Source: an optimization exercise on an open RTL-to-GDS flow (aim: small area, a short achievable clock period and few clock cycles per item). Production flows keep margins and buffers that such runs may drop.
At most, simulation tests tie the RTL to the original design; equivalence was not proved.
No activity file was given, so power comes from the tool's default toggle rates.

Design custom_master_slave, start of the top module:
module custom_master_slave #(
	parameter MASTER_ADDRESSWIDTH = 28,
	parameter DATAWIDTH = 32
)
(
	input  logic clk,
	input  logic reset_n,
	input  logic [2:0] filter_sel,
	output logic [MASTER_ADDRESSWIDTH-1:0] master_address,
	output logic [DATAWIDTH-1:0] master_writedata,
	output logic master_write,
	output logic master_read,
	input  logic [DATAWIDTH-1:0] master_readdata,
	input  logic master_readdatavalid,
	input  logic master_waitrequest
);
localparam int D  = 5;                 
localparam int PW = 3;                 
localparam int H  = 6;                 
localparam int K  = H - 2;             
localparam int NS = (478 + K - 1) / K;               
localparam int LK = 478 - K * (NS - 1);              
localparam logic [19:0] IN_BASE = 20'd307200;     
localparam logic [19:0] W_EDGE0 = 20'd641;        
logic running, inv, edge_m;
logic [19:0] maddr;                    
logic [23:0] wdata;
assign master_address   = {1'b1, 5'b00000, maddr, 2'b00};
assign master_writedata = {8'h00, wdata};
logic [19:0] raddr;
logic [2:0]  rj;                       
logic [9:0]  rc;                       
logic [8:0]  rr;                       
logic        rdone;
logic [PW:0] cnt;                      
logic [19:0] waddr;
logic [1:0]  wj;                       
logic [9:0]  wc;                       
logic [2:0]  aj;
logic [9:0]  ac;
logic        a_last;                   
logic [23:0] dl [0:2*H+2];             
logic        v0, v1;
logic [23:0] fmem [0:D-1];
logic [PW-1:0] fwp, frp;
logic [PW:0] fcnt;
logic go, want_w, r_prod, r_last, rd_ok, do_w, do_r;
logic r_jend, r_cend, w_jend, w_cend, w_lastst;
logic r_jend_q, r_cend_q, w_jend_q, w_cend_q, w_last_q;
assign r_jend   = r_jend_q;
assign r_cend   = r_cend_q;
assign w_lastst = w_last_q;
assign w_jend   = w_jend_q;
assign w_cend   = w_cend_q;
assign go     = !(master_read || master_write) || !master_waitrequest;
assign want_w = (fcnt != '0);
assign r_prod = inv || (rj >= 3'd2 && rc >= 10'd2 && !(rr == 9'(NS-1) && rj >= 3'(2+LK)));
assign r_last = r_cend && (inv ? (rr == 9'd479) : (rr == 9'(NS-1) && r_jend));
assign rd_ok  = running && !rdone && (!r_prod || cnt < D);
assign do_w   = go && want_w;
assign do_r   = go && !want_w && rd_ok;
  ...
For scale: about 760 flip-flops, roughly 100 I/O pins, about 0.039 mm^2 of cells after synthesis.
Settings: LEC_CHECK=0, CAP_MARGIN=20, CORE_MARGIN=2, CORE_UTILIZATION=40, CTS_CLUSTER_DIAMETER=100, CTS_CLUSTER_SIZE=30, PLACE_DENSITY=0.6, SETUP_SLACK_MARGIN=5, SLEW_MARGIN=20, SYNTH_HIERARCHICAL=1, SYNTH_MINIMUM_KEEP_SIZE=0; clock period 8.0 ns.
run.sh (not shown) runs the stock make flow with config.mk's settings and CLKGATE_MAP_FILE= SYNTH_SCRIPT=/design/flow/synth_recipe.tcl, a recipe that flattens the netlist after the stock synthesis.
Then changed:
--- a/flow/design.v
+++ b/flow/design.v
@@ -221,27 +221,38 @@
 	wire [7:0] c = dl[H+1][8*L+7:8*L];
 	wire [7:0] lo_a, hi_a, lo_b, hi_b;
 	minmax4 ga (.v0(dl[2*H+2][8*L+7:8*L]), .v1(dl[H+2][8*L+7:8*L]), .v2(dl[2][8*L+7:8*L]), .v3(dl[2*H+1][8*L+7:8*L]),
 	            .mn(lo_a), .mx(hi_a));
 	minmax4 gb (.v0(dl[1][8*L+7:8*L]), .v1(dl[2*H][8*L+7:8*L]), .v2(dl[H][8*L+7:8*L]), .v3(dl[0][8*L+7:8*L]),
 	            .mn(lo_b), .mx(hi_b));
-	wire [9:0] sum = ({2'b00, dl[H+2][8*L+7:8*L]} + {2'b00, dl[H][8*L+7:8*L]})
-	               + ({2'b00, dl[2*H+1][8*L+7:8*L]} + {2'b00, dl[1][8*L+7:8*L]});
+	wire [10:0] e0 = {1'b0, c, 2'b00};
+	wire [10:0] e1 = ~{3'b000, dl[H+2][8*L+7:8*L]};
+	wire [10:0] e2 = ~{3'b000, dl[H][8*L+7:8*L]};
+	wire [10:0] e3 = ~{3'b000, dl[2*H+1][8*L+7:8*L]};
+	wire [10:0] e4 = ~{3'b000, dl[1][8*L+7:8*L]};
+	wire [10:0] p1 = e0 ^ e1 ^ e2;
+	wire [10:0] g1 = (e0 & e1) | (e0 & e2) | (e1 & e2);
+	wire [10:0] q1 = {g1[9:0], 1'b0};
+	wire [10:0] p2 = p1 ^ q1 ^ e3;
+	wire [10:0] g2 = (p1 & q1) | (p1 & e3) | (q1 & e3);
+	wire [10:0] q2 = {g2[9:0], 1'b0};
+	wire [10:0] es = p2 ^ q2 ^ e4;                                   
+	wire [9:0]  ec = ((p2 & q2) | (p2 & e4) | (q2 & e4)) & 10'h3FF;   
 	always_ff @(posedge clk) begin
 		cq[L] <= c;
-		la[L] <= edge_m ? sum[7:0] : lo_a;
-		lb[L] <= edge_m ? {6'b000000, sum[9:8]} : lo_b;
-		ha[L] <= hi_a;
+		la[L] <= edge_m ? es[7:0] : lo_a;
+		lb[L] <= edge_m ? ec[7:0] : lo_b;
+		ha[L] <= edge_m ? {es[10:8], ec[9:8], 3'b000} : hi_a;
 		hb[L] <= hi_b;
 	end
 end
 endgenerate
 logic [23:0] res, e_w, s_w;
 generate
 for (L = 0; L < 3; L++) begin : fin
-	wire [10:0] t = {1'b0, cq[L], 2'b00} - {1'b0, lb[L][1:0], la[L]};
+	wire [10:0] t = {ha[L][7:5], la[L]} + {ha[L][4:3], lb[L], 1'b0} + 11'd4;
 	assign e_w[8*L+7:8*L] = t[10] ? 8'h00 : (t[9] || t[8]) ? 8'hFF : t[7:0];
 	wire [7:0] cqn = ~cq[L];
 	wire [7:0] lbn = ~lb[L];
 	wire [7:0] han = ~ha[L];
 	wire p, q, cla, clb, cha, chb;
 	lt8 u0 (.an(lbn), .b(la[L]), .lt(p));       
Outcome: The new run completed without violations. Global-route usage decreases by 0.73 points. First-iteration DRC count shrinks by a little under a tenth. Hold slack improved by 19 ps. Routed wire length drops by a few percent. Design area rose slightly. Area after synthesis climbs by a few percent. Worst setup slack gains 300 ps. Combinational power rose by a few percent. Non-clock buffer count fell by 96.
Testbench counts after the change, summed over its fixed seeds: cycles 7,757,106, pixels 2,751,384.
The RTL of the first run of this note was laid out without a check of its function.

[afterwards: timing with drivers on the ports]
The flow's constraints put no driver on any port. The routed layouts listed below were extracted and timed again, unchanged, in two steps. Step 1 (the two cells are an assumption about what drives the block):
set clk [get_ports {clk}]
set_driving_cell -lib_cell sky130_fd_sc_hd__clkbuf_16 $clk
set_driving_cell -lib_cell sky130_fd_sc_hd__buf_2 [delete_from_list [all_inputs] $clk]
Step 2 adds t to the input delays and takes it off the output delays; t is the mean of the earliest and latest rising clock arrival at the registers after step 1. Input paths then give back, and output paths get back, about the clock's delay inside the block. a / b / c = ideal ports / drivers / drivers and shift; a / b = the first two.
run	t (ns)	setup slack, ns	clock arrival spread, ns
the first run	0.668	4.768 / 4.768 / 4.449	0.070 / 0.070
the second run	0.664	5.066 / 5.000 / 4.410	0.062 / 0.063
After both steps every run listed still meets setup and hold. The setup slack of the second run, which loses most, moves by -0.066 ns with the drivers and by -0.656 ns with both steps.
